This design comes from an exercise in tuning for small area, a short achievable clock period and few clock cycles on the open sky130 flow, not from production work. In this exercise RTL edits were held to simulation tests only and were not proved equivalent to the original.

## config.mk

```make
export PLATFORM = sky130hd
export DESIGN_NAME = fir_single_chan
export DESIGN_NICKNAME = fir_single_chan
export VERILOG_FILES = /design/flow/design.v
export SDC_FILE = /design/flow/constraint.sdc
export NUM_CORES = 4
export LEC_CHECK = 0
export CAP_MARGIN = 20
export CORE_MARGIN = 2
export CORE_UTILIZATION = 40
export CTS_BUF_LIST = sky130_fd_sc_hd__clkbuf_16
export CTS_CLUSTER_DIAMETER = 100
export CTS_CLUSTER_SIZE = 22
export PLACE_DENSITY = 0.6
export SETUP_SLACK_MARGIN = 3.2
export SLEW_MARGIN = 20
```

## constraint.sdc

```tcl
create_clock -name core_clock -period 5.5 [get_ports {clk}]
set_input_delay 1.1000 -clock core_clock [delete_from_list [all_inputs] [get_ports {clk}]]
set_output_delay 1.1000 -clock core_clock [all_outputs]
set_load 0.01 [all_outputs]
```

## design.v

```verilog
module fir_single_chan (
  input clk,
  input rst,
  output logic [15:0] data_addr_rd_o,
  output logic [15:0] data_addr_wr_o,
  input  logic [15:0] data_din_i,
  output logic [15:0] data_dout_o,
  output logic        data_we_o,
  output logic        done_intr
);
logic [15:0] x0, x1;
logic [16:0] s0, s1;
always_ff @(posedge clk) begin
  x0 <= data_din_i;
  x1 <= x0;
  s0 <= {x0[15], x0} + {x1[15], x1};
  s1 <= s0;
end
logic [17:0] p;
logic [18:0] v[0:4];
always_ff @(posedge clk) begin
  p <= {s0[16], s0} + {s1[16], s1};
  v[0] <= {{2{s0[16]}}, s0} + {p[17], p};
  for (int i = 1; i < 5; i++) v[i] <= v[i-1];
end
logic [19:0] pa, pb;
logic [18:0] pc;
always_ff @(posedge clk) begin
  pa <= {v[0][18], v[0]} + {v[4][18], v[4]};
  pb <= {v[1][18], v[1]} + {v[3][18], v[3]};
end
assign pc = v[3];   
logic cs_s1, cs_c2;
logic cs_s3, cs_c4;
logic cs_s5, cs_c6;
logic cs_s7, cs_c8;
logic cs_s9, cs_c10;
logic cs_s11, cs_c12;
logic cs_s13, cs_c14;
logic cs_s15, cs_c16;
logic cs_s17, cs_c18;
logic cs_s19, cs_c20;
logic cs_s21, cs_c22;
logic cs_s23, cs_c24;
logic cs_s25, cs_c26;
logic cs_s27, cs_c28;
logic cs_s29, cs_c30;
logic cs_s31, cs_c32;
logic cs_s33, cs_c34;
logic cs_s35, cs_c36;
logic cs_s37, cs_c38;
logic cs_s39, cs_c40;
logic cs_s41, cs_c42;
logic cs_s43, cs_c44;
logic cs_s45, cs_c46;
logic cs_s47, cs_c48;
logic cs_s49, cs_c50;
logic cs_s51, cs_c52;
logic cs_s53, cs_c54;
logic cs_s55, cs_c56;
logic cs_s57, cs_c58;
logic cs_s59, cs_c60;
logic cs_s61, cs_c62;
logic cs_s63, cs_c64;
logic cs_s65, cs_c66;
logic cs_s67, cs_c68;
logic cs_s69, cs_c70;
logic cs_s71, cs_c72;
logic cs_s73, cs_c74;
logic cs_s75, cs_c76;
logic cs_s77, cs_c78;
logic cs_s79, cs_c80;
logic cs_s81, cs_c82;
logic cs_s83, cs_c84;
logic cs_s85, cs_c86;
logic cs_s87, cs_c88;
logic cs_s89, cs_c90;
logic cs_s91, cs_c92;
logic cs_s93, cs_c94;
logic cs_s95, cs_c96;
logic cs_s97, cs_c98;
logic cs_s99, cs_c100;
logic cs_s101, cs_c102;
logic cs_s103, cs_c104;
logic cs_s105, cs_c106;
logic cs_s107, cs_c108;
logic cs_s109, cs_c110;
logic cs_s111, cs_c112;
logic cs_s113, cs_c114;
logic cs_s115, cs_c116;
logic cs_s117, cs_c118;
logic cs_s119, cs_c120;
logic cs_s121, cs_c122;
logic cs_s123, cs_c124;
logic cs_s125, cs_c126;
logic cs_s127, cs_c128;
logic cs_s129, cs_c130;
logic cs_s131, cs_c132;
logic cs_s133, cs_c134;
logic cs_s135, cs_c136;
logic cs_s137, cs_c138;
logic cs_s139, cs_c140;
logic cs_s141, cs_c142;
logic cs_s143, cs_c144;
logic cs_s145, cs_c146;
logic cs_s147, cs_c148;
logic cs_s149, cs_c150;
logic cs_s151, cs_c152;
logic cs_s153, cs_c154;
logic cs_s155, cs_c156;
logic cs_r157;
logic cs_r158;
logic cs_r159;
logic cs_r160;
logic cs_r161;
logic cs_r162;
logic cs_r163;
logic cs_r164;
logic cs_r165;
logic cs_r166;
logic cs_r167;
logic cs_r168;
logic cs_r169;
logic cs_r170;
logic cs_r171;
logic cs_r172;
logic cs_r173;
logic cs_r174;
logic cs_r175;
logic cs_r176;
logic cs_r177;
logic cs_r178;
logic cs_r179;
logic cs_r180;
logic cs_r181;
logic cs_r182;
logic cs_r183;
logic cs_r184;
logic cs_r185;
logic cs_r186;
logic cs_r187;
logic cs_r188;
logic cs_r189;
logic cs_r190;
logic cs_r191;
logic cs_r192;
logic cs_r193;
logic cs_r194;
logic cs_r195;
logic cs_r196;
logic cs_r197;
logic cs_r198;
logic cs_r199;
logic cs_r200;
logic cs_r201;
logic cs_r202;
logic cs_r203;
assign cs_s1 = pa[15] ^ ~pa[18];
assign cs_c2 = pa[15] & ~pa[18];
assign cs_s3 = pa[0] ^ ~pa[3] ^ pb[0];
assign cs_c4 = (pa[0] & ~pa[3]) | (pa[0] & pb[0]) | (~pa[3] & pb[0]);
assign cs_s5 = pa[1] ^ ~pa[4] ^ pb[1];
assign cs_c6 = (pa[1] & ~pa[4]) | (pa[1] & pb[1]) | (~pa[4] & pb[1]);
assign cs_s7 = pb[3] ^ pc[1];
assign cs_c8 = pb[3] & pc[1];
assign cs_s9 = pa[2] ^ ~pa[5] ^ pb[2];
assign cs_c10 = (pa[2] & ~pa[5]) | (pa[2] & pb[2]) | (~pa[5] & pb[2]);
assign cs_s11 = pb[4] ^ pc[2] ^ pc[5];
assign cs_c12 = (pb[4] & pc[2]) | (pb[4] & pc[5]) | (pc[2] & pc[5]);
assign cs_s13 = pa[3] ^ ~pa[6] ^ pb[3];
assign cs_c14 = (pa[3] & ~pa[6]) | (pa[3] & pb[3]) | (~pa[6] & pb[3]);
assign cs_s15 = pb[5] ^ pc[3] ^ pc[6];
assign cs_c16 = (pb[5] & pc[3]) | (pb[5] & pc[6]) | (pc[3] & pc[6]);
assign cs_s17 = pa[4] ^ ~pa[7] ^ pb[4];
assign cs_c18 = (pa[4] & ~pa[7]) | (pa[4] & pb[4]) | (~pa[7] & pb[4]);
assign cs_s19 = pb[6] ^ pc[4] ^ pc[7];
assign cs_c20 = (pb[6] & pc[4]) | (pb[6] & pc[7]) | (pc[4] & pc[7]);
assign cs_s21 = pa[5] ^ ~pa[8] ^ pb[5];
assign cs_c22 = (pa[5] & ~pa[8]) | (pa[5] & pb[5]) | (~pa[8] & pb[5]);
assign cs_s23 = pb[7] ^ pc[5] ^ pc[8];
assign cs_c24 = (pb[7] & pc[5]) | (pb[7] & pc[8]) | (pc[5] & pc[8]);
assign cs_s25 = pa[6] ^ ~pa[9] ^ pb[6];
assign cs_c26 = (pa[6] & ~pa[9]) | (pa[6] & pb[6]) | (~pa[9] & pb[6]);
assign cs_s27 = pb[8] ^ pc[6] ^ pc[9];
assign cs_c28 = (pb[8] & pc[6]) | (pb[8] & pc[9]) | (pc[6] & pc[9]);
assign cs_s29 = pa[7] ^ ~pa[10] ^ pb[7];
assign cs_c30 = (pa[7] & ~pa[10]) | (pa[7] & pb[7]) | (~pa[10] & pb[7]);
assign cs_s31 = pb[9] ^ pc[7] ^ pc[10];
assign cs_c32 = (pb[9] & pc[7]) | (pb[9] & pc[10]) | (pc[7] & pc[10]);
assign cs_s33 = pa[8] ^ ~pa[11] ^ pb[8];
assign cs_c34 = (pa[8] & ~pa[11]) | (pa[8] & pb[8]) | (~pa[11] & pb[8]);
assign cs_s35 = pb[10] ^ pc[8] ^ pc[11];
assign cs_c36 = (pb[10] & pc[8]) | (pb[10] & pc[11]) | (pc[8] & pc[11]);
assign cs_s37 = pa[9] ^ ~pa[12] ^ pb[9];
assign cs_c38 = (pa[9] & ~pa[12]) | (pa[9] & pb[9]) | (~pa[12] & pb[9]);
assign cs_s39 = pb[11] ^ pc[9] ^ pc[12];
assign cs_c40 = (pb[11] & pc[9]) | (pb[11] & pc[12]) | (pc[9] & pc[12]);
assign cs_s41 = pa[10] ^ ~pa[13] ^ pb[10];
assign cs_c42 = (pa[10] & ~pa[13]) | (pa[10] & pb[10]) | (~pa[13] & pb[10]);
assign cs_s43 = pb[12] ^ pc[10] ^ pc[13];
assign cs_c44 = (pb[12] & pc[10]) | (pb[12] & pc[13]) | (pc[10] & pc[13]);
assign cs_s45 = pa[11] ^ ~pa[14] ^ pb[11];
assign cs_c46 = (pa[11] & ~pa[14]) | (pa[11] & pb[11]) | (~pa[14] & pb[11]);
assign cs_s47 = pb[13] ^ pc[11] ^ pc[14];
assign cs_c48 = (pb[13] & pc[11]) | (pb[13] & pc[14]) | (pc[11] & pc[14]);
assign cs_s49 = pa[12] ^ ~pa[15] ^ pb[12];
assign cs_c50 = (pa[12] & ~pa[15]) | (pa[12] & pb[12]) | (~pa[15] & pb[12]);
assign cs_s51 = pb[14] ^ pc[12] ^ pc[15];
assign cs_c52 = (pb[14] & pc[12]) | (pb[14] & pc[15]) | (pc[12] & pc[15]);
assign cs_s53 = pa[13] ^ ~pa[16] ^ pb[13];
assign cs_c54 = (pa[13] & ~pa[16]) | (pa[13] & pb[13]) | (~pa[16] & pb[13]);
assign cs_s55 = pb[15] ^ pc[13] ^ pc[16];
assign cs_c56 = (pb[15] & pc[13]) | (pb[15] & pc[16]) | (pc[13] & pc[16]);
assign cs_s57 = pa[14] ^ ~pa[17] ^ pb[14];
assign cs_c58 = (pa[14] & ~pa[17]) | (pa[14] & pb[14]) | (~pa[17] & pb[14]);
assign cs_s59 = pb[16] ^ pc[14] ^ pc[17];
assign cs_c60 = (pb[16] & pc[14]) | (pb[16] & pc[17]) | (pc[14] & pc[17]);
assign cs_s61 = cs_s1 ^ pb[15] ^ pb[17];
assign cs_c62 = (cs_s1 & pb[15]) | (cs_s1 & pb[17]) | (pb[15] & pb[17]);
assign cs_s63 = pc[15] ^ ~pc[18] ^ 1'b1;
assign cs_c64 = (pc[15] & ~pc[18]) | (pc[15] & 1'b1) | (~pc[18] & 1'b1);
assign cs_s65 = pa[16] ^ pa[19] ^ pb[16];
assign cs_c66 = (pa[16] & pa[19]) | (pa[16] & pb[16]) | (pa[19] & pb[16]);
assign cs_s67 = pb[18] ^ pc[16] ^ cs_c2;
assign cs_c68 = (pb[18] & pc[16]) | (pb[18] & cs_c2) | (pc[16] & cs_c2);
assign cs_s69 = pa[17] ^ pb[17] ^ ~pb[19];
assign cs_c70 = (pa[17] & pb[17]) | (pa[17] & ~pb[19]) | (pb[17] & ~pb[19]);
assign cs_s71 = cs_s3 ^ pb[2];
assign cs_c72 = cs_s3 & pb[2];
assign cs_s73 = cs_s5 ^ cs_s7 ^ pc[4];
assign cs_c74 = (cs_s5 & cs_s7) | (cs_s5 & pc[4]) | (cs_s7 & pc[4]);
assign cs_s75 = cs_s9 ^ cs_s11 ^ cs_c6;
assign cs_c76 = (cs_s9 & cs_s11) | (cs_s9 & cs_c6) | (cs_s11 & cs_c6);
assign cs_s77 = cs_s13 ^ cs_s15 ^ cs_c10;
assign cs_c78 = (cs_s13 & cs_s15) | (cs_s13 & cs_c10) | (cs_s15 & cs_c10);
assign cs_s79 = cs_s17 ^ cs_s19 ^ cs_c14;
assign cs_c80 = (cs_s17 & cs_s19) | (cs_s17 & cs_c14) | (cs_s19 & cs_c14);
assign cs_s81 = cs_s21 ^ cs_s23 ^ cs_c18;
assign cs_c82 = (cs_s21 & cs_s23) | (cs_s21 & cs_c18) | (cs_s23 & cs_c18);
assign cs_s83 = cs_s25 ^ cs_s27 ^ cs_c22;
assign cs_c84 = (cs_s25 & cs_s27) | (cs_s25 & cs_c22) | (cs_s27 & cs_c22);
assign cs_s85 = cs_s29 ^ cs_s31 ^ cs_c26;
assign cs_c86 = (cs_s29 & cs_s31) | (cs_s29 & cs_c26) | (cs_s31 & cs_c26);
assign cs_s87 = cs_s33 ^ cs_s35 ^ cs_c30;
assign cs_c88 = (cs_s33 & cs_s35) | (cs_s33 & cs_c30) | (cs_s35 & cs_c30);
assign cs_s89 = cs_s37 ^ cs_s39 ^ cs_c34;
assign cs_c90 = (cs_s37 & cs_s39) | (cs_s37 & cs_c34) | (cs_s39 & cs_c34);
assign cs_s91 = cs_s41 ^ cs_s43 ^ cs_c38;
assign cs_c92 = (cs_s41 & cs_s43) | (cs_s41 & cs_c38) | (cs_s43 & cs_c38);
assign cs_s93 = cs_s45 ^ cs_s47 ^ cs_c42;
assign cs_c94 = (cs_s45 & cs_s47) | (cs_s45 & cs_c42) | (cs_s47 & cs_c42);
assign cs_s95 = cs_s49 ^ cs_s51 ^ cs_c46;
assign cs_c96 = (cs_s49 & cs_s51) | (cs_s49 & cs_c46) | (cs_s51 & cs_c46);
assign cs_s97 = cs_s53 ^ cs_s55 ^ cs_c50;
assign cs_c98 = (cs_s53 & cs_s55) | (cs_s53 & cs_c50) | (cs_s55 & cs_c50);
assign cs_s99 = cs_s57 ^ cs_s59 ^ cs_c54;
assign cs_c100 = (cs_s57 & cs_s59) | (cs_s57 & cs_c54) | (cs_s59 & cs_c54);
assign cs_s101 = cs_s61 ^ cs_s63 ^ cs_c58;
assign cs_c102 = (cs_s61 & cs_s63) | (cs_s61 & cs_c58) | (cs_s63 & cs_c58);
assign cs_s103 = cs_s65 ^ cs_s67 ^ cs_c62;
assign cs_c104 = (cs_s65 & cs_s67) | (cs_s65 & cs_c62) | (cs_s67 & cs_c62);
assign cs_s105 = cs_s69 ^ pc[17] ^ cs_c66;
assign cs_c106 = (cs_s69 & pc[17]) | (cs_s69 & cs_c66) | (pc[17] & cs_c66);
assign cs_s107 = pa[18] ^ pb[18] ^ ~pc[18];
assign cs_c108 = (pa[18] & pb[18]) | (pa[18] & ~pc[18]) | (pb[18] & ~pc[18]);
assign cs_s109 = ~pa[19] ^ ~pb[19];
assign cs_c110 = ~pa[19] & ~pb[19];
assign cs_s111 = ~pa[0] ^ pc[0];
assign cs_c112 = ~pa[0] & pc[0];
assign cs_s113 = ~pa[1] ^ pb[0] ^ pc[1];
assign cs_c114 = (~pa[1] & pb[0]) | (~pa[1] & pc[1]) | (pb[0] & pc[1]);
assign cs_s115 = ~pa[2] ^ pb[1] ^ pc[2];
assign cs_c116 = (~pa[2] & pb[1]) | (~pa[2] & pc[2]) | (pb[1] & pc[2]);
assign cs_s117 = cs_s71 ^ pc[0] ^ pc[3];
assign cs_c118 = (cs_s71 & pc[0]) | (cs_s71 & pc[3]) | (pc[0] & pc[3]);
assign cs_s119 = cs_s73 ^ cs_c4 ^ cs_c72;
assign cs_c120 = (cs_s73 & cs_c4) | (cs_s73 & cs_c72) | (cs_c4 & cs_c72);
assign cs_s121 = cs_s75 ^ cs_c8 ^ cs_c74;
assign cs_c122 = (cs_s75 & cs_c8) | (cs_s75 & cs_c74) | (cs_c8 & cs_c74);
assign cs_s123 = cs_s77 ^ cs_c12 ^ cs_c76;
assign cs_c124 = (cs_s77 & cs_c12) | (cs_s77 & cs_c76) | (cs_c12 & cs_c76);
assign cs_s125 = cs_s79 ^ cs_c16 ^ cs_c78;
assign cs_c126 = (cs_s79 & cs_c16) | (cs_s79 & cs_c78) | (cs_c16 & cs_c78);
assign cs_s127 = cs_s81 ^ cs_c20 ^ cs_c80;
assign cs_c128 = (cs_s81 & cs_c20) | (cs_s81 & cs_c80) | (cs_c20 & cs_c80);
assign cs_s129 = cs_s83 ^ cs_c24 ^ cs_c82;
assign cs_c130 = (cs_s83 & cs_c24) | (cs_s83 & cs_c82) | (cs_c24 & cs_c82);
assign cs_s131 = cs_s85 ^ cs_c28 ^ cs_c84;
assign cs_c132 = (cs_s85 & cs_c28) | (cs_s85 & cs_c84) | (cs_c28 & cs_c84);
assign cs_s133 = cs_s87 ^ cs_c32 ^ cs_c86;
assign cs_c134 = (cs_s87 & cs_c32) | (cs_s87 & cs_c86) | (cs_c32 & cs_c86);
assign cs_s135 = cs_s89 ^ cs_c36 ^ cs_c88;
assign cs_c136 = (cs_s89 & cs_c36) | (cs_s89 & cs_c88) | (cs_c36 & cs_c88);
assign cs_s137 = cs_s91 ^ cs_c40 ^ cs_c90;
assign cs_c138 = (cs_s91 & cs_c40) | (cs_s91 & cs_c90) | (cs_c40 & cs_c90);
assign cs_s139 = cs_s93 ^ cs_c44 ^ cs_c92;
assign cs_c140 = (cs_s93 & cs_c44) | (cs_s93 & cs_c92) | (cs_c44 & cs_c92);
assign cs_s141 = cs_s95 ^ cs_c48 ^ cs_c94;
assign cs_c142 = (cs_s95 & cs_c48) | (cs_s95 & cs_c94) | (cs_c48 & cs_c94);
assign cs_s143 = cs_s97 ^ cs_c52 ^ cs_c96;
assign cs_c144 = (cs_s97 & cs_c52) | (cs_s97 & cs_c96) | (cs_c52 & cs_c96);
assign cs_s145 = cs_s99 ^ cs_c56 ^ cs_c98;
assign cs_c146 = (cs_s99 & cs_c56) | (cs_s99 & cs_c98) | (cs_c56 & cs_c98);
assign cs_s147 = cs_s101 ^ cs_c60 ^ cs_c100;
assign cs_c148 = (cs_s101 & cs_c60) | (cs_s101 & cs_c100) | (cs_c60 & cs_c100);
assign cs_s149 = cs_s103 ^ cs_c64 ^ cs_c102;
assign cs_c150 = (cs_s103 & cs_c64) | (cs_s103 & cs_c102) | (cs_c64 & cs_c102);
assign cs_s151 = cs_s105 ^ cs_c68 ^ cs_c104;
assign cs_c152 = (cs_s105 & cs_c68) | (cs_s105 & cs_c104) | (cs_c68 & cs_c104);
assign cs_s153 = cs_s107 ^ cs_c70 ^ cs_c106;
assign cs_c154 = (cs_s107 & cs_c70) | (cs_s107 & cs_c106) | (cs_c70 & cs_c106);
assign cs_s155 = cs_s109 ^ 1'b1 ^ cs_c108;
assign cs_c156 = (cs_s109 & 1'b1) | (cs_s109 & cs_c108) | (1'b1 & cs_c108);
always_ff @(posedge clk) begin
  cs_r157 <= cs_s111;
  cs_r158 <= cs_s113;
  cs_r159 <= cs_c112;
  cs_r160 <= cs_s115;
  cs_r161 <= cs_c114;
  cs_r162 <= cs_s117;
  cs_r163 <= cs_c116;
  cs_r164 <= cs_s119;
  cs_r165 <= cs_c118;
  cs_r166 <= cs_s121;
  cs_r167 <= cs_c120;
  cs_r168 <= cs_s123;
  cs_r169 <= cs_c122;
  cs_r170 <= cs_s125;
  cs_r171 <= cs_c124;
  cs_r172 <= cs_s127;
  cs_r173 <= cs_c126;
  cs_r174 <= cs_s129;
  cs_r175 <= cs_c128;
  cs_r176 <= cs_s131;
  cs_r177 <= cs_c130;
  cs_r178 <= cs_s133;
  cs_r179 <= cs_c132;
  cs_r180 <= cs_s135;
  cs_r181 <= cs_c134;
  cs_r182 <= cs_s137;
  cs_r183 <= cs_c136;
  cs_r184 <= cs_s139;
  cs_r185 <= cs_c138;
  cs_r186 <= cs_s141;
  cs_r187 <= cs_c140;
  cs_r188 <= cs_s143;
  cs_r189 <= cs_c142;
  cs_r190 <= cs_s145;
  cs_r191 <= cs_c144;
  cs_r192 <= cs_s147;
  cs_r193 <= cs_c146;
  cs_r194 <= cs_s149;
  cs_r195 <= cs_c148;
  cs_r196 <= cs_s151;
  cs_r197 <= cs_c150;
  cs_r198 <= cs_s153;
  cs_r199 <= cs_c152;
  cs_r200 <= cs_s155;
  cs_r201 <= cs_c154;
  cs_r202 <= cs_c110;
  cs_r203 <= cs_c156;
end
logic [23:0] sum_a, sum_b, sum;
assign sum_a = {cs_r202, cs_r200, cs_r198, cs_r196, cs_r194, cs_r192, cs_r190, cs_r188, cs_r186, cs_r184, cs_r182, cs_r180, cs_r178, cs_r176, cs_r174, cs_r172, cs_r170, cs_r168, cs_r166, cs_r164, cs_r162, cs_r160, cs_r158, cs_r157};
assign sum_b = {cs_r203, cs_r201, cs_r199, cs_r197, cs_r195, cs_r193, cs_r191, cs_r189, cs_r187, cs_r185, cs_r183, cs_r181, cs_r179, cs_r177, cs_r175, cs_r173, cs_r171, cs_r169, cs_r167, cs_r165, cs_r163, cs_r161, cs_r159, 1'b1};
assign sum = sum_a + sum_b;
always_ff @(posedge clk) data_dout_o <= sum[23:8];
logic start;
assign start = (data_addr_rd_o == 16'd14);
always_ff @(posedge clk) begin
  if (rst) begin
    data_addr_rd_o <= 16'd1;
    data_addr_wr_o <= 16'hffff;
    data_we_o <= 1'b0;
    done_intr <= 1'b0;
  end else begin
    data_addr_rd_o <= data_addr_rd_o + 16'd1;
    if (done_intr) begin
      data_we_o <= 1'b0;
    end else if (data_we_o | start) begin
      data_we_o <= 1'b1;
      data_addr_wr_o <= data_addr_wr_o + 16'd1;
      if (data_addr_wr_o == 16'hfffe) done_intr <= 1'b1;
    end
  end
end
endmodule
```

## flow/run.sh

```bash
#!/bin/bash
# Own layout flow: the standard ORFS flow (standard.sh, standard synthesis), with the
# ports buffered by plain buffers instead of the delay cells buffer_ports picks by default,
# and sizing not held to the cells' footprints. Each tool's output goes to a log here.
set -uo pipefail
bash standard.sh \
  'BUFFER_PORTS_ARGS=-buffer_cell sky130_fd_sc_hd__buf_4' \
  MATCH_CELL_FOOTPRINT=0 \
  finish > flow_make.log 2>&1
status=$?
cp -r orfs/logs flow_logs 2>/dev/null || true
exit $status
```

## standard.sh

```bash
#!/bin/bash
# synth_recipe.tcl (not shown) runs the flow's synth.tcl, then flattens the netlist and writes it again
# the make line also repeats each setting of config.mk as NAME=value (left out here)
make -C /OpenROAD-flow-scripts/flow DESIGN_CONFIG=/design/flow/config.mk WORK_HOME=/design/flow/orfs CLKGATE_MAP_FILE= SYNTH_SCRIPT=/design/flow/synth_recipe.tcl "${@:-finish}"
```

==> results.txt, run 1 <==
critical path type reg2out; Worst Path Required about 4.4 ns; Post-synth EDFFs 0; top-count cell post-synth dfxtp_1; largest net degree at the start of global routing 35; Post-Place Cells 1814; Critical Path End Type output pin; DR WL/cell 12.4 um; via count 8703; Yosys top cell area share 0.452; worst path bufs/invs 1; main area contributors after synthesis dfxtp_1, ha_1, fa_1, inv_1, xnor2_1; fmax roughly 0.44 GHz; remaining antenna violation count after routing 0; Syn. warnings 2; Worst-Margin Slew ~0.39 ns; vias in the first global route 8580; crit path cell chain buf_4; HP Class reg2reg; Synth top cells by count dfxtp_1, inv_1, ha_1; Synth-to-Final Area Change 14.2%; Post-Syn Area per Cell about 11 um2; Syn Inst Count around 1300; clock slew at reported path FFs roughly 0.080 ns; Clock Sinks 316; ys async rst share 0; slowest cell delay on critical path 0.49 ns; synth unique cells 63; setup_tns 0 ns; die span in y between 150 and 200 um; initial antenna violation count 0; global route overflow 0; DIE WIDTH between 150 and 200 um; CTS Buf Count 18; io pins between 60 and 70; Final setup viols 0; syn_nets approximately 1500; Synth Cell Area 14000 um2; CP Max Fanout 7; final WL between 20000 and 25000 um; initial core utilization 0.406; family with the most delay on the worst path flip-flops; Critical Path Source Type register; max-cap violations 0; period utilization 0.414; outcome timing/DRC/antenna clean; worst relative slew slack 0.732; #FFs+latches synth 316; Worst Path Arrival 1.17 ns; share of cells above drive strength 1 0.138; CTS Buffer Depth 3; top_reg_cell synth dfxtp_1; filler instances roughly 3200; Port Buffers 67; Fin Clk Skew around 0.022 ns; DR vias/cell between 4 and 5; DIE AREA ~36000 um2; clk latency of the worst-skew pair around 0.51 ns; core area around 34000 um2; First-pass DRT Iterations 4; fin crit period between 2 and 2.5 ns; drt drc 0; Final Net Count between 1500 and 2000; RSZ-0062 raised after global routing yes; global-route wire length before repair 38800 um; largest area contributor in the netlist dfxtp_1; clk root buf clkbuf_16; total number of H-tree levels 1; drt initial violations about 350; placed wire-length estimate 17400 um; Slew Viols, Final 0; Worst path slowest cell dfxtp_1; Placer Congestion 0.806; n_diodes 0; FP Rows between 60 and 70; Seq/Total Area, Yosys 0.452; fin cells about 1900; CTS tree yes; gr usage total 0.127; hold-fix buffers at CTS 0; final hold vios 0
==> state kept, by name, summed over array words and instances, names as in the netlist, 16 cells and up <==
signal          flops
data_addr_rd_o     16
data_addr_wr_o     16
data_dout_o        16
p                  18
pa                 20
pb                 20
s0                 17
s1                 17
v                  95
x0                 16
x1                 16
==> layout by cell type, fill, tap and decap left out, drive strengths merged, types with 24 or more instances in the layout <==
cell	Yosys	layout
dfxtp	316	316
inv	160	161
ha	122	122
buf	1	90
fa	76	76
a21oi	67	67
xnor2	66	66
nor2	62	62
o21ai	55	55
nand2	44	44
xor2	42	42
a21o	38	38
nand3	26	26
nor3	24	24
==> metal layers <==
layer,track usage,part of all wire,vias to the layer above
li1,-,-,4582
met3,0.0171,0.026,31
met2,0.214,0.45,109
met5,0,0,-
met1,0.171,0.50,3981
met4,0.0325,0.023,0
==> stage by stage <==
stage          setup slack (ns)  hold WS, ns   util  cell area, um2
6_report                   3.23        0.324  0.463           16000
4_1_cts                    3.16        0.332  0.454           15600
5_1_grt                    3.11        0.334  0.463           16000
3_3_place_gp               3.01        0.310  0.436           15000
3_5_place_dp               2.94        0.312  0.436           15000
2_1_floorplan              3.23        0.310      -           14000
==> path summary, 6_finish.rpt <==
| kind | from | end | slack [ns] | cells past startpoint |
|---|---|---|---|---|
| worst min-delay path | v[2][15] | v[3][15] | 0.32 | 0 |
| worst min register to register | v[2][15] | v[3][15] | 0.32 | 0 |
| worst max register to register | pa[18] | cs_r192 | 3.24 | 7 |
| worst max-delay path | data_addr_rd_o[4] | data_addr_rd_o[4] | 3.23 | 1 |
==> area by class of cell <==
cell class | instances | area [um2] | area share
inverter | 160 | 603 | 0.0378
clock buffer | 19 | 475 | 0.0298
timing repair buffer | 90 | 676 | 0.0423
multi-input combinational | 816 | 7280 | 0.456
clock inverter | 1 | 16.3 | 0.00102
tap | 455 | 569 | 0.0357
sequential | 316 | 6340 | 0.397
==> cells by family after synthesis <==
group,synth area share
DFF,0.452
AOI/OAI and AO/OA,0.121
and+or+nand+nor,0.0924
adders and majority gates,0.218
buffers and inverters,0.0467
xor gates and xnor gates,0.0677
muxes,0.00215
==> repair_timing <==
action,CTS,global route
setup buffers,5,18
pin swaps,11,43
endpoints found under the setup margin,35,47
resized for setup,29,62
Testbench counts, summed over its fixed seeds: cycles 262,200.
==> run 2: changes to the inputs <==
--- a/config.mk
+++ b/config.mk
@@ -13,2 +13,3 @@
 export CTS_CLUSTER_SIZE = 22
+export GPL_TIMING_DRIVEN = 1
 export PLACE_DENSITY = 0.6
==> results.txt, run 2 <==
initial antenna violation count 0 (unchanged); largest area contributor in the netlist dfxtp_1 (unchanged); HP Class reg2reg (unchanged); global-route wire length before repair 38800 um (unchanged); CTS Buf Count 18 (unchanged); Synth-to-Final Area Change 14.2% (unchanged); RSZ-0062 raised after global routing yes (unchanged); Worst Path Required 4.40 ns (about the same); #FFs+latches synth 316 (unchanged); hold-fix buffers at CTS 0 (unchanged); remaining antenna violation count after routing 0 (unchanged); clock slew at reported path FFs 0.08 ns (about the same); worst relative slew slack 0.732 (unchanged); Hold Crit Endpoint v[3][15] (unchanged); share of cells above drive strength 1 0.138 (unchanged); CTS Buffer Depth 3 (unchanged); main area contributors after synthesis dfxtp_1, ha_1, fa_1, inv_1, xnor2_1 (unchanged); R2R setup slack 3.24 ns (about the same); top_reg_cell synth dfxtp_1 (unchanged); largest net degree at the start of global routing 35 (unchanged); worst path bufs/invs 1 (unchanged); syn_nets 1520 (unchanged); fmax 0.440 GHz (unchanged); hold path depth 0 (unchanged); Final Net Count 1618 (unchanged); Post-synth EDFFs 0 (unchanged); io pins 68 (unchanged); global route overflow 0 (unchanged); Synth Cell Area 14000 um2 (unchanged); drt initial violations 346 (unchanged); Clock Sinks 316 (unchanged); Core Util, Final 0.463 (unchanged); filler instances 3189 (unchanged); worst reg2reg path depth 7 (unchanged); Syn Inst Count 1304 (unchanged); period utilization 0.414 (unchanged); Final setup viols 0 (unchanged); n_diodes 0 (unchanged); slowest cell delay on critical path 0.49 ns (about the same); Port Buffers 67 (unchanged); critical path type reg2out (unchanged); CTS tree yes (unchanged); family with the most delay on the worst path flip-flops (unchanged); max-cap violations 0 (unchanged); r2r startpoint pa[18] (unchanged); clk root buf clkbuf_16 (unchanged); DR vias/cell 4.69 (unchanged); DIE AREA 36500 um2 (unchanged); Top reg by flops v (unchanged); fin crit period 2.27 ns (unchanged); most frequent cells in the layout dfxtp_1, inv_1, ha_1, buf_4, fa_1 (unchanged); Worst-Margin Slew 0.391 ns (unchanged); CP Max Fanout 7 (unchanged); clk latency of the worst-skew pair 0.51 ns (about the same); Worst Path Arrival 1.17 ns (about the same); core area 34500 um2 (unchanged); ys async rst share 0 (unchanged); gr usage total 0.127 (unchanged); area of the multi-input gates 7280 um2 (unchanged); drt drc 0 (unchanged); end of the worst register-to-register path cs_r192 (unchanged); max reg flops 95 (unchanged); top-count cell post-synth dfxtp_1 (unchanged); initial core utilization 0.406 (unchanged); FP Rows 68 (unchanged); Syn. warnings 2 (unchanged); crit path cell chain buf_4 (unchanged); Worst path slowest cell dfxtp_1 (unchanged); Synth top cells by count dfxtp_1, inv_1, ha_1 (unchanged); total number of H-tree levels 1 (unchanged); First-pass DRT Iterations 4 (unchanged); storage element area 6340 um2 (unchanged); dpl cell area 15000 um2 (unchanged); design area 16000 um2 (unchanged); via count 8703 (unchanged); die span in y 191 um (unchanged); DIE WIDTH 191 um (unchanged); vias in the first global route 8580 (unchanged); Placer Congestion 0.806 (unchanged); placed wire-length estimate 17400 um (unchanged); Post-Syn Area per Cell 10.7 um2 (unchanged); final hold vios 0 (unchanged); final hold slack 0.324 ns (unchanged); Critical Path End Type output pin (unchanged); most common cell after layout, fill and taps aside dfxtp_1 (unchanged); Largest regs v (95), pa (20), pb (20) (unchanged); Critical Path Source Type register (unchanged); outcome timing/DRC/antenna clean (unchanged); Slew Viols, Final 0 (unchanged); hold_sp v[2][15] (unchanged); Fin Clk Skew 0.0219 ns (unchanged); Yosys top cell area share 0.452 (unchanged); DR WL/cell 12.4 um (unchanged); setup_tns 0 ns (unchanged); Seq/Total Area, Yosys 0.452 (unchanged); final WL 23100 um (unchanged); synth unique cells 63 (unchanged)
## run 2: cell counts after synthesis
No cell type changed its count.
## run 2: area by class of cell
class,instances,area share
multi-input combinational,816,0.456
sequential,316,0.397
timing repair buffer,90,0.0423
inverter,160,0.0378
tap,455,0.0357
clock buffer,19,0.0298
clock inverter,1,0.00102
## run 2: repair_timing
item | in CTS | in global routing
resized for setup | 29 | 62
setup buffers | 5 | 18
pin swaps | 11 | 43
endpoints found under the setup margin | 35 | 47
## run 2: through the flow
step                      setup slack (ns)  std cells
final                                 3.23       1857
after global routing                  3.11       1857
after CTS                             3.16       1839
after detailed placement              2.94       1814
after global placement                3.01       1814
after floorplan                       3.23       1304
## run 2: how the worst max path moves through the flow
stage / slack, ns / to / start / cells after the start
2_1_floorplan: 3.23 / pb[15] / v[3][1] / 8
3_3_place_gp: 3.01 / pb[15] / v[3][1] / 8
3_5_place_dp: 2.94 / pb[15] / v[3][1] / 8
4_1_cts: 3.16 / pb[15] / v[3][1] / 8
5_1_grt: 3.11 / v[0][18] / s0[0] / 10
6_report: 3.23 / data_addr_rd_o[4] / data_addr_rd_o[4] / 1
## run 2: routing by layer
metal	part of all wire	global-route usage
met1	0.50	0.171
met2	0.45	0.214
met3	0.026	0.0171
met4	0.023	0.0325
met5	0	0
## run 2: kinds of logic after synthesis
| logic type | Yosys count | share of synthesized area |
|---|---|---|
| adders and majority gates | 198 | 0.218 |
| muxes | 3 | 0.00215 |
| xor gates and xnor gates | 108 | 0.0677 |
| AOI/OAI and AO/OA | 258 | 0.121 |
| and+or+nand+nor | 249 | 0.0924 |
| DFF | 316 | 0.452 |
| buffers and inverters | 172 | 0.0467 |
==> run 3: changes to the inputs <==
--- a/config.mk
+++ b/config.mk
@@ -13,5 +13,4 @@
 export CTS_CLUSTER_SIZE = 22
-export GPL_TIMING_DRIVEN = 1
 export PLACE_DENSITY = 0.6
-export SETUP_SLACK_MARGIN = 3.2
+export SETUP_SLACK_MARGIN = 3.4
 export SLEW_MARGIN = 20
==> results.txt, run 3 <==
outcome timing/DRC/antenna clean (unchanged); Slew Viols, Final 0 (unchanged); Seq/Total Area, Yosys 0.452 (unchanged); CTS tree yes (unchanged); Clock Sinks 316 (unchanged); most common cell after layout, fill and taps aside dfxtp_1 (unchanged); Placer Congestion 0.798 (was 0.806); fmax 0.441 GHz (was 0.440 GHz); R2R setup slack 3.23 ns (was 3.24 ns); drt drc 0 (unchanged); Synth top cells by count dfxtp_1, inv_1, ha_1 (unchanged); largest area contributor in the netlist dfxtp_1 (unchanged); HP Class reg2reg (unchanged); Worst path slowest cell fa_2 (was dfxtp_1); global-route wire length before repair 41900 um (was 38800 um); drt initial violations 372 (was 346); Top reg by flops v (unchanged); syn_nets 1520 (unchanged); placed wire-length estimate 17700 um (was 17400 um); DR WL/cell 13.0 um (was 12.4 um); clk root buf clkbuf_16 (unchanged); critical path type reg2reg (was reg2out); synth unique cells 63 (unchanged); DIE WIDTH 191 um (unchanged); final WL 25200 um (was 23100 um); #FFs+latches synth 316 (unchanged); CP Max Fanout 2 (was 7); Post-Syn Area per Cell 10.7 um2 (unchanged); slowest cell delay on critical path 0.52 ns (was 0.49 ns); vias in the first global route 9088 (was 8580); initial antenna violation count 0 (unchanged); Critical Path End Type register (was output pin); top-count cell post-synth dfxtp_1 (unchanged); hold_sp v[2][2] (was v[2][15]); CTS Buf Count 18 (unchanged); Critical Path Source Type register (unchanged); Synth Cell Area 14000 um2 (unchanged); design area 17400 um2 (was 16000 um2); Yosys top cell area share 0.452 (unchanged); via count 9168 (was 8703); Worst-Margin Slew 0.387 ns (was 0.391 ns); largest net degree at the start of global routing 35 (unchanged); core area 34500 um2 (unchanged); crit path cell chain inv_2 -> ha_4 -> inv_2 -> fa_2 -> inv_2 -> fa_2 -> fa_2 (was buf_4); FP Rows 68 (unchanged); most frequent cells in the layout dfxtp_1, inv_1, buf_4, ha_1, fa_1 (was dfxtp_1, inv_1, ha_1, buf_4, fa_1); Worst Path Arrival 2.65 ns (was 1.17 ns); RSZ-0062 raised after global routing yes (unchanged); hold path depth 0 (unchanged); top_reg_cell synth dfxtp_1 (unchanged); Final Net Count 1695 (was 1618); Worst Slack Setup Final 3.23 ns (about the same); global route overflow 0 (unchanged); main area contributors after synthesis dfxtp_1, ha_1, fa_1, inv_1, xnor2_1 (unchanged); worst reg2reg path depth 7 (unchanged); Largest regs v (95), pa (20), pb (20) (unchanged); DR vias/cell 4.74 (was 4.69); clock slew at reported path FFs 0.09 ns (was 0.08 ns); share of cells above drive strength 1 0.297 (was 0.138); total number of H-tree levels 1 (unchanged); fin crit period 2.27 ns (about the same); final hold slack 0.328 ns (was 0.324 ns); Worst Path Required 5.89 ns (was 4.40 ns); r2r startpoint pa[18] (unchanged); dpl cell area 15100 um2 (was 15000 um2); pre-CTS setup slack 2.95 ns (was 2.94 ns); DIE AREA 36500 um2 (unchanged); clk latency of the worst-skew pair 0.51 ns (about the same); setup_tns 0 ns (unchanged); family with the most delay on the worst path adder cells (was flip-flops); Syn. warnings 2 (unchanged); First-pass DRT Iterations 5 (was 4); io pins 68 (unchanged); Final setup viols 0 (unchanged); worst relative slew slack 0.736 (was 0.732); final hold vios 0 (unchanged); n_diodes 0 (unchanged); hold-fix buffers at CTS 0 (unchanged); Port Buffers 67 (unchanged); Hold Crit Endpoint v[3][2] (was v[3][15]); CTS Buffer Depth 3 (unchanged); Syn Inst Count 1304 (unchanged); gr usage total 0.138 (was 0.127); max-cap violations 0 (unchanged); remaining antenna violation count after routing 0 (unchanged); period utilization 0.412 (was 0.414); max reg flops 95 (unchanged); Fin Clk Skew 0.0170 ns (was 0.0219 ns); Post-synth EDFFs 0 (unchanged); Core Util, Final 0.506 (was 0.463); end of the worst register-to-register path cs_r192 (unchanged); Synth-to-Final Area Change 24.6% (was 14.2%); ys async rst share 0 (unchanged); worst path bufs/invs 3 (was 1); initial core utilization 0.406 (unchanged); die span in y 191 um (unchanged)
==> run 3: cell counts after synthesis <==
No cell type changed its count.
==> run 3: cell families after synthesis <==
| logic type | Yosys count | share of synthesized area |
|---|---|---|
| DFF | 316 | 0.452 |
| AOI/OAI and AO/OA | 258 | 0.121 |
| and+or+nand+nor | 249 | 0.0924 |
| adders and majority gates | 198 | 0.218 |
| buffers and inverters | 172 | 0.0467 |
| xor gates and xnor gates | 108 | 0.0677 |
| muxes | 3 | 0.00215 |
==> run 3: worst max-delay path by stage <==
stage                     startpoint              to  slack (ns)  cells past startpoint
after global routing         v[0][0]          pa[14]        3.18                     10
after floorplan               pa[18]         cs_r192        3.33                      7
after global placement       cs_r158  data_dout_o[9]        2.98                      8
after CTS                     pa[18]         cs_r192        3.28                      7
final                         pa[18]         cs_r192        3.23                      7
after detailed placement     cs_r159  data_dout_o[9]        2.95                      8
==> run 3: area by class of cell <==
class / count / area [um2]
Timing Repair Buffer: 167 / 1440
Multi-Input combinational cell: 816 / 7790
Fill cell: 3122 / 17000
Clock buffer: 19 / 475
Inverter: 160 / 601
Tap cell: 455 / 569
Clock inverter: 2 / 21.3
Sequential cell: 316 / 6530
==> run 3: metrics by stage <==
| step | instances |
|---|---|
| 6_report | 1935 |
| 5_1_grt | 1935 |
| 4_1_cts | 1910 |
| 3_5_place_dp | 1814 |
| 3_3_place_gp | 1814 |
| 2_1_floorplan | 1304 |
==> run 3: worst register-to-register path, delay by kind of cell (launching register included) <==
family                     cells  cell delay [ns]
adders and majority gates      4             1.71
DFF                            1             0.33
buffers and inverters          3             0.12
==> run 3: per-layer routing <==
layer | vias up | track usage | share of wire
met1 | 4276 | 0.184 | 0.47
met2 | 118 | 0.236 | 0.48
li1 | 4740 | - | -
met4 | 0 | 0.0334 | 0.021
met5 | - | 0 | 0
met3 | 34 | 0.0189 | 0.030
==> run 3: timing repair <==
item | 4_1_cts | 5_1_grt
setup endpoints to repair | 111 | 101
gates resized for setup | 221 | 128
setup buffers | 75 | 25
pin swaps | 77 | 93
==> run 4: changes to the inputs <==
--- a/config.mk
+++ b/config.mk
@@ -14,3 +14,3 @@
 export PLACE_DENSITY = 0.6
-export SETUP_SLACK_MARGIN = 3.4
+export SETUP_SLACK_MARGIN = 3.6
 export SLEW_MARGIN = 20
==> results.txt, run 4 <==
outcome timing/DRC/antenna clean (unchanged); Seq/Total Area, Yosys 0.452 (unchanged); Syn Inst Count 1304 (unchanged); Worst Path Arrival 2.68 ns (was 2.65 ns); drt initial violations 334 (was 372); worst path bufs/invs 3 (unchanged); drt drc 0 (unchanged); ys async rst share 0 (unchanged); RSZ-0062 raised after global routing yes (unchanged); largest area contributor in the netlist dfxtp_1 (unchanged); First-pass DRT Iterations 4 (was 5); DR WL/cell 13.3 um (was 13.0 um); main area contributors after synthesis dfxtp_1, ha_1, fa_1, inv_1, xnor2_1 (unchanged); crit path cell chain inv_4 -> ha_4 -> inv_2 -> fa_2 -> inv_2 -> fa_2 -> fa_2 (was inv_2 -> ha_4 -> inv_2 -> fa_2 -> inv_2 -> fa_2 -> fa_2); family with the most delay on the worst path adder cells (unchanged); Post-synth EDFFs 0 (unchanged); clock slew at reported path FFs 0.09 ns (about the same); DIE WIDTH 191 um (unchanged); CP Max Fanout 2 (unchanged); Placer Congestion 0.784 (was 0.798); CTS tree yes (unchanged); filler instances 2961 (was 3122); Slew Viols, Final 0 (unchanged); Post-Syn Area per Cell 10.7 um2 (unchanged); Most common cell on crit path fa_2; top-count cell post-synth dfxtp_1 (unchanged); #FFs+latches synth 316 (unchanged); top_reg_cell synth dfxtp_1 (unchanged); die span in y 191 um (unchanged); critical path type reg2reg (unchanged); Critical Path End Type register (unchanged); Critical Path Source Type register (unchanged); Top reg by flops v (unchanged); Largest regs v (95), pa (20), pb (20) (unchanged); io pins 68 (unchanged); Worst Path Required 5.90 ns (was 5.89 ns); Synth-to-Final Area Change 32.4% (was 24.6%); FP Rows 68 (unchanged); Final setup viols 0 (unchanged); slowest cell delay on critical path 0.52 ns (about the same); metal1 wirelength 12300 um (was 11900 um); Port Buffers 67 (unchanged); total number of H-tree levels 1 (unchanged); most frequent cells in the layout dfxtp_1, inv_1, buf_4, buf_6, ha_1 (was dfxtp_1, inv_1, buf_4, ha_1, fa_1); Clock Sinks 316 (unchanged); hold path depth 0 (unchanged); uppermost routed layer met5 (was met4); Yosys top cell area share 0.452 (unchanged); worst reg2reg path depth 7 (unchanged); max reg flops 95 (unchanged); DR vias/cell 4.74 (about the same); setup_tns 0 ns (unchanged); most common cell after layout, fill and taps aside dfxtp_1 (unchanged); Worst path depth 7 (unchanged); largest net degree at the start of global routing 35 (unchanged); placed wire-length estimate 17800 um (was 17700 um); period utilization 0.416 (was 0.412); Routed met3 length 691 um (was 754 um); Syn. warnings 2 (unchanged); initial core utilization 0.406 (unchanged); Worst path slowest cell fa_2 (unchanged); fin crit period 2.29 ns (was 2.27 ns); Worst-Margin Slew 0.485 ns (was 0.387 ns); synth unique cells 63 (unchanged); Fin Clk Skew 0.0122 ns (was 0.0170 ns); final WL 26300 um (was 25200 um); Synth Cell Area 14000 um2 (unchanged); initial antenna violation count 1 (was 0); HP Class reg2reg (unchanged); clk root buf clkbuf_16 (unchanged); clk latency of the worst-skew pair 0.51 ns (about the same); share of cells above drive strength 1 0.392 (was 0.297); gr usage total 0.143 (was 0.138); worst relative slew slack 0.668 (was 0.736); global route overflow 0 (unchanged); via count 9373 (was 9168); syn_nets 1520 (unchanged); DIE AREA 36500 um2 (unchanged); metal2 WL 12800 um (was 12000 um); CTS Buffer Depth 3 (unchanged); final hold vios 0 (unchanged); remaining antenna violation count after routing 0 (unchanged); Final Net Count 1736 (was 1695); fmax 0.437 GHz (was 0.441 GHz); max-cap violations 0 (unchanged); core area 34500 um2 (unchanged); n_diodes 0 (unchanged); vias in the first global route 9401 (was 9088); hold-fix buffers at CTS 0 (unchanged); CTS Buf Count 18 (unchanged); global-route wire length before repair 43200 um (was 41900 um); Synth top cells by count dfxtp_1, inv_1, ha_1 (unchanged)
-- run 4: cell type report --
| type | instances | area [um2] | area share |
|---|---|---|---|
| sequential | 316 | 6600 | 0.357 |
| timing repair buffer | 208 | 1920 | 0.104 |
| multi-input combinational | 816 | 8320 | 0.449 |
| tap | 455 | 569 | 0.0307 |
| inverter | 160 | 606 | 0.0327 |
| clock buffer | 19 | 475 | 0.0257 |
| clock inverter | 3 | 23.8 | 0.00128 |
-- run 4: metal layers --
metal | global-route usage | vias to the layer above
li1 | - | 4806
met1 | 0.189 | 4409
met3 | 0.0184 | 40
met5 | 0 | -
met2 | 0.246 | 116
met4 | 0.0343 | 2
-- run 4: per-stage QoR --
step                utilization  hold WS, ns  worst slack [ns]  area (um2)  std cells
global placement          0.446        0.310              3.14       15400       1814
CTS                       0.509        0.322              3.26       17500       1941
detailed placement        0.446        0.312              3.13       15400       1814
finish                    0.537        0.322              3.21       18500       1977
floorplan                     -        0.309              3.33       14300       1304
global route              0.537        0.332              3.14       18500       1977
-- run 4: logic make-up after synthesis --
logic type | after synthesis | synth area share
flip-flops | 316 | 0.452
AO/OA/AOI/OAI | 258 | 0.121
AND/OR/NAND/NOR | 249 | 0.0924
multiplexers | 3 | 0.00215
adder cells (fa/ha/maj) | 198 | 0.218
buffers and inverters | 172 | 0.0467
XOR/XNOR | 108 | 0.0677
-- run 4: final timing paths --
check                           startpoint       end  slack [ns]
worst min-delay path              v[2][18]  v[3][18]        0.32
worst max-delay path                pa[18]   cs_r192        3.21
worst min register to register    v[2][18]  v[3][18]        0.32
worst max register to register      pa[18]   cs_r192        3.21
-- run 4: what timing repair did --
action / in CTS / in global routing
gates resized for setup: 259 / 168
endpoints found under the setup margin: 147 / 161
pin swaps: 117 / 107
endpoints found under the hold margin: 0 / 0
buffers inserted: 105 / 36
==> run 5: changes to the inputs <==
--- a/config.mk
+++ b/config.mk
@@ -14,3 +14,4 @@
 export PLACE_DENSITY = 0.6
-export SETUP_SLACK_MARGIN = 3.6
+export SETUP_SLACK_MARGIN = 3.3
 export SLEW_MARGIN = 20
+export TNS_END_PERCENT = 0
==> results.txt, run 5 <==
Slew Viols, Final 0 (unchanged); critical path type reg2reg (unchanged); max-cap violations 0 (unchanged); Fin Clk Skew 0.0147 ns (was 0.0122 ns); remaining antenna violation count after routing 0 (unchanged); Synth-to-Final Area Change 13.5% (was 32.4%); hold-fix buffers at CTS 0 (unchanged); largest net degree at the start of global routing 35 (unchanged); Critical Path Source Type register (unchanged); CTS Buffer Depth 3 (unchanged); setup_tns 0 ns (unchanged); clock slew at reported path FFs 0.09 ns (about the same); final hold vios 0 (unchanged); share of cells above drive strength 1 0.126 (was 0.392); HP Class reg2reg (unchanged); via count 8745 (was 9373); crit path cell chain inv_1 -> fa_1 -> inv_1 -> fa_1 -> inv_1 -> fa_1 (was inv_4 -> ha_4 -> inv_2 -> fa_2 -> inv_2 -> fa_2 -> fa_2); worst relative slew slack 0.628 (was 0.668); Seq/Total Area, Yosys 0.452 (unchanged); largest area contributor in the netlist dfxtp_1 (unchanged); CP Max Fanout 2 (unchanged); Critical Path End Type register (unchanged); Synth Area in Compound Gates 0.121 (unchanged); most common cell after layout, fill and taps aside dfxtp_1 (unchanged); #FFs+latches synth 316 (unchanged); Clock Sinks 316 (unchanged); First-pass DRT Iterations 4 (unchanged); simple-gate share of the synthesized area 0.0924 (unchanged); DR WL/cell 12.5 um (was 13.3 um); ys async rst share 0 (unchanged); vias in the first global route 8584 (was 9401); gr usage total 0.129 (was 0.143); Yosys top cell area share 0.452 (unchanged); R2R setup slack 3.25 ns (was 3.21 ns); Port Buffers 67 (unchanged); slowest cell delay on critical path 0.53 ns (was 0.52 ns); die span in y 191 um (unchanged); drt drc 0 (unchanged); Post-Syn Area per Cell 10.7 um2 (unchanged); end of the worst register-to-register path cs_r180 (was cs_r192); core area 34500 um2 (unchanged); DIE WIDTH 191 um (unchanged); Hold Crit Endpoint v[3][8] (was v[3][18]); Top reg by flops v (unchanged); Syn Inst Count 1304 (unchanged); n_diodes 0 (unchanged); area of the multi-input gates 7240 um2 (was 8320 um2); total number of H-tree levels 1 (unchanged); initial core utilization 0.406 (unchanged); clk latency of the worst-skew pair 0.51 ns (about the same); storage element area 6340 um2 (was 6600 um2); Worst Path Required 5.89 ns (was 5.90 ns); drt initial violations 355 (was 334); syn_nets 1520 (unchanged); outcome timing/DRC/antenna clean (unchanged); filler instances 3261 (was 2961); most frequent cells in the layout dfxtp_1, inv_1, ha_1, buf_4, fa_1 (was dfxtp_1, inv_1, buf_4, buf_6, ha_1); worst reg2reg path depth 6 (was 7); hold_sp v[2][8] (was v[2][18]); placed wire-length estimate 17700 um (was 17800 um); top-count cell post-synth dfxtp_1 (unchanged); FP Rows 68 (unchanged); clk root buf clkbuf_16 (unchanged); max reg flops 95 (unchanged); io pins 68 (unchanged); Largest regs v (95), pa (20), pb (20) (unchanged); global-route wire length before repair 39300 um (was 43200 um); synth unique cells 63 (unchanged); top_reg_cell synth dfxtp_1 (unchanged); Worst path slowest cell fa_1 (was fa_2); period utilization 0.408 (was 0.416); DR vias/cell 4.73 (was 4.74); Worst-Margin Slew 0.544 ns (was 0.485 ns); Placer Congestion 0.800 (was 0.784); CTS tree yes (unchanged); Synth Cell Area 14000 um2 (unchanged); largest family of logic cells by synthesized area adder cells (unchanged); Synth top cells by count dfxtp_1, inv_1, ha_1 (unchanged); fin cells 1849 (was 1977); Synth Area in Adders 0.218 (unchanged); hold path depth 0 (unchanged); CTS Buf Count 18 (unchanged); Final Net Count 1610 (was 1736); Post-synth EDFFs 0 (unchanged); main area contributors after synthesis dfxtp_1, ha_1, fa_1, inv_1, xnor2_1 (unchanged); Worst Path Arrival 2.64 ns (was 2.68 ns); r2r startpoint pa[12] (was pa[18]); DIE AREA 36500 um2 (unchanged); initial antenna violation count 0 (was 1); Syn. warnings 2 (unchanged); fmax 0.445 GHz (was 0.437 GHz); Post-Place Cells 1814 (unchanged); post-synthesis mux area share 0.00215 (unchanged); fin crit period 2.25 ns (was 2.29 ns); final WL 23000 um (was 26300 um); global route overflow 0 (unchanged); RSZ-0062 raised after global routing yes (unchanged); Post-Synth XOR/XNOR Area 0.0677 (unchanged); Final setup viols 0 (unchanged)
-- run 5: cell counts after synthesis --
Identical to the previous run, type by type.
-- run 5: metrics by stage --
stage / utilization / instance area (um2) / hold slack (ns) / setup WS (ns)
floorplan: - / 14000 / 0.310 / 3.28
global placement: 0.436 / 15000 / 0.310 / 3.02
detailed placement: 0.436 / 15000 / 0.312 / 2.98
CTS: 0.454 / 15600 / 0.332 / 3.19
global route: 0.460 / 15900 / 0.339 / 3.15
finish: 0.460 / 15900 / 0.328 / 3.25
-- run 5: logic make-up (layout without fill, tap and decap cells) --
logic type	count (synthesis)	count (layout)
compound gates	258	258
mux	3	3
xor+xnor	108	108
flops	316	316
fa+ha+maj	198	198
simple gates	249	249
buf+inv	172	262
-- run 5: final cells by class --
| type | instances | share of cell area |
|---|---|---|
| Clock inverter | 1 | 0.00103 |
| Multi-Input combinational cell | 816 | 0.457 |
| Timing Repair Buffer | 82 | 0.0388 |
| Inverter | 160 | 0.0379 |
| Tap cell | 455 | 0.0359 |
| Clock buffer | 19 | 0.0300 |
| Sequential cell | 316 | 0.400 |
-- run 5: what timing repair did --
item / CTS / global route
setup endpoints to repair: 64 / 99
pin swaps: 9 / 33
gates cloned: 0 / 0
buffers inserted: 4 / 11
resized for setup: 23 / 52
-- run 5: worst max path at each step --
| stage | from | endpoint | slack, ns |
|---|---|---|---|
| detailed placement | cs_r159 | data_dout_o[9] | 2.98 |
| global placement | cs_r160 | data_dout_o[9] | 3.02 |
| finish | pa[12] | cs_r180 | 3.25 |
| CTS | cs_r164 | data_dout_o[11] | 3.19 |
| floorplan | x0[0] | s0[14] | 3.28 |
| global route | v[3][10] | pb[15] | 3.15 |
-- run 5: layer usage --
metal	vias to the layer above	track usage	routed length, um
li1	4567	-	-
met1	4034	0.175	11300
met2	111	0.217	10500
met3	33	0.0184	665
met4	0	0.0328	473
met5	-	0	0
-- run 5: worst max-delay path, delay by kind of cell, from the launching register on --
| family | cells | cell delay, ns |
|---|---|---|
| adders and majority gates | 3 | 1.50 |
| DFF | 1 | 0.42 |
| buffers and inverters | 3 | 0.20 |
==> run 6: changes to the inputs <==
--- a/config.mk
+++ b/config.mk
@@ -14,3 +14,3 @@
 export PLACE_DENSITY = 0.6
-export SETUP_SLACK_MARGIN = 3.3
+export SETUP_SLACK_MARGIN = 3.5
 export SLEW_MARGIN = 20
==> results.txt, run 6 <==
Top reg by flops v (unchanged); outcome timing/DRC/antenna clean (unchanged); filler instances 3229 (was 3261); Final Net Count 1616 (was 1610); remaining antenna violation count after routing 0 (unchanged); drt initial violations 359 (was 355); Slew Viols, Final 0 (unchanged); hold-fix buffers at CTS 0 (unchanged); Critical Path End Type register (unchanged); clock slew at reported path FFs 0.09 ns (about the same); final hold vios 0 (unchanged); DR WL/cell 12.6 um (was 12.5 um); ys async rst share 0 (unchanged); global-route wire length before repair 39400 um (was 39300 um); Fin Clk Skew 0.0189 ns (was 0.0147 ns); Port Buffers 67 (unchanged); Post-Syn Area per Cell 10.7 um2 (unchanged); Worst-Margin Slew 0.434 ns (was 0.544 ns); Largest regs v (95), pa (20), pb (20) (unchanged); n_diodes 0 (unchanged); Synth top cells by count dfxtp_1, inv_1, ha_1 (unchanged); CP Max Fanout 4 (was 2); Final setup viols 0 (unchanged); Worst Setup EP v[0][16] (was cs_r180); Placer Congestion 0.801 (was 0.800); DR vias/cell 4.71 (was 4.73); placed wire-length estimate 17500 um (was 17700 um); DIE AREA 36500 um2 (unchanged); top-count cell post-synth dfxtp_1 (unchanged); die span in y 191 um (unchanged); setup_tns 0 ns (unchanged); max reg flops 95 (unchanged); Critical Path Source Type register (unchanged); clk root buf clkbuf_16 (unchanged); worst relative slew slack 0.708 (was 0.628); main area contributors after synthesis dfxtp_1, ha_1, fa_1, inv_1, xnor2_1 (unchanged); top_reg_cell synth dfxtp_1 (unchanged); CTS Buffer Depth 3 (unchanged); First-pass DRT Iterations 4 (unchanged); most frequent cells in the layout dfxtp_1, inv_1, ha_1, buf_4, fa_1 (unchanged); critical path type reg2reg (unchanged); final WL 23400 um (was 23000 um); Synth-to-Final Area Change 14.0% (was 13.5%); via count 8733 (was 8745); global route overflow 0 (unchanged); design area 15900 um2 (about the same); R2R setup slack 3.25 ns (about the same); max-cap violations 0 (unchanged); worst reg2reg path depth 10 (was 6); HP Class reg2reg (unchanged); largest area contributor in the netlist dfxtp_1 (unchanged); #FFs+latches synth 316 (unchanged); Syn. warnings 2 (unchanged); r2r startpoint s0[0] (was pa[12]); synth unique cells 63 (unchanged); fmax 0.444 GHz (was 0.445 GHz); Synth Cell Area 14000 um2 (unchanged); core area 34500 um2 (unchanged); CTS tree yes (unchanged); hold path depth 0 (unchanged); dpl cell area 15000 um2 (about the same); drt drc 0 (unchanged); pre-CTS setup slack 2.99 ns (was 2.98 ns); Post-synth EDFFs 0 (unchanged); syn_nets 1520 (unchanged); Worst Path Arrival 2.65 ns (was 2.64 ns); vias in the first global route 8614 (was 8584); period utilization 0.409 (was 0.408); Worst Slack Setup Final 3.25 ns (about the same); gr usage total 0.130 (was 0.129); io pins 68 (unchanged); initial antenna violation count 0 (unchanged); FP Rows 68 (unchanged); fin crit period 2.25 ns (about the same); CTS Buf Count 18 (unchanged); initial core utilization 0.406 (unchanged); clk latency of the worst-skew pair 0.51 ns (about the same); Clock Sinks 316 (unchanged); Syn Inst Count 1304 (unchanged); RSZ-0062 raised after global routing yes (unchanged); Yosys top cell area share 0.452 (unchanged); most common cell after layout, fill and taps aside dfxtp_1 (unchanged); share of cells above drive strength 1 0.136 (was 0.126); Seq/Total Area, Yosys 0.452 (unchanged); end of the worst register-to-register path v[0][16] (was cs_r180); total number of H-tree levels 1 (unchanged); Worst Path Required 5.90 ns (was 5.89 ns); CP startpoint s0[0] (was pa[12]); DIE WIDTH 191 um (unchanged); largest net degree at the start of global routing 35 (unchanged)
-- run 6: layout make-up --
| type | count | area (um2) | share of cell area |
|---|---|---|---|
| well taps | 455 | 569 | 0.0357 |
| clock buffers | 19 | 475 | 0.0298 |
| inverters | 160 | 601 | 0.0377 |
| multi-input cells | 816 | 7250 | 0.455 |
| repair buffers | 88 | 661 | 0.0415 |
| flip-flops and latches | 316 | 6360 | 0.399 |
| clock inverters | 1 | 16.3 | 0.00102 |
-- run 6: critical path, cell delays in order (launching register included) --
cell and delay [ns]:
dfxtp_4 0.37, ha_4 0.13, inv_2 0.04, fa_2 0.39, nor2b_4 0.16, o31ai_4 0.09, a211oi_2 0.28, o31a_1 0.29
a41o_1 0.21, a21oi_2 0.06, xnor2_1 0.12
-- run 6: logic make-up after synthesis --
family | after synthesis | share of synthesized area
AO/OA/AOI/OAI | 258 | 0.121
XOR/XNOR | 108 | 0.0677
adder cells (fa/ha/maj) | 198 | 0.218
buffers and inverters | 172 | 0.0467
flip-flops | 316 | 0.452
multiplexers | 3 | 0.00215
AND/OR/NAND/NOR | 249 | 0.0924
-- run 6: metal layers --
layer / global-route usage / vias to the layer above / share of wire
met1: 0.178 / 4010 / 0.49
li1: - / 4577 / -
met2: 0.213 / 113 / 0.45
met5: 0 / - / 0
met4: 0.0355 / 0 / 0.023
met3: 0.0187 / 33 / 0.030
-- run 6: worst min path at each step --
stage | from | end | slack (ns)
global route | v[2][1] | v[3][1] | 0.34
finish | v[2][5] | v[3][5] | 0.33
detailed placement | v[2][12] | v[3][12] | 0.31
CTS | v[2][10] | v[3][10] | 0.33
floorplan | v[2][1] | v[3][1] | 0.31
global placement | v[2][18] | v[3][18] | 0.31
-- run 6: what timing repair did --
action	4_1_cts	5_1_grt
gates resized for setup	40	35
hold endpoints to repair	0	0
pin swaps	17	26
setup endpoints to repair	150	160
buffers inserted	15	6
-- run 6: per-stage QoR --
step | utilization | std cells | hold WS [ns]
3_5_place_dp | 0.436 | 1814 | 0.312
5_1_grt | 0.462 | 1855 | 0.336
2_1_floorplan | - | 1304 | 0.310
3_3_place_gp | 0.436 | 1814 | 0.310
6_report | 0.462 | 1855 | 0.328
4_1_cts | 0.458 | 1849 | 0.332

==> what the ideal ports hide <==
The flow's constraints put no driver on any port. The routed layouts listed below were extracted and timed again, unchanged, in two steps.
Step 1 sets driving cells, clkbuf_16 on the clock port and buf_2 on the other inputs (assumed; they add their load-dependent delay and slew).
Step 2, shift: input delay + t, output delay - t, t = (earliest + latest rising clock arrival at the registers) / 2. This alone moves slack from input paths to output paths.
Three values: no drivers, after step 1, after step 2; two values: the first two.
| run | t (ns) | setup WS [ns] | worst slew at a driven data input, ns | pins driven straight from the clock port |
|---|---|---|---|---|
| run 1 | 0.550 | 3.225 / 3.175 / 3.238 | 0.03 | 1 |
| run 2 | 0.550 | 3.225 / 3.175 / 3.238 | 0.03 | 1 |
| run 3 | 0.557 | 3.235 / 3.235 / 3.235 | 0.03 | 1 |
| run 4 | 0.552 | 3.212 / 3.212 / 3.212 | 0.03 | 1 |
| run 5 | 0.550 | 3.255 / 3.219 / 3.255 | 0.03 | 1 |
| run 6 | 0.550 | 3.249 / 3.249 / 3.249 | 0.03 | 1 |
After both steps setup and hold are still met in every run listed.
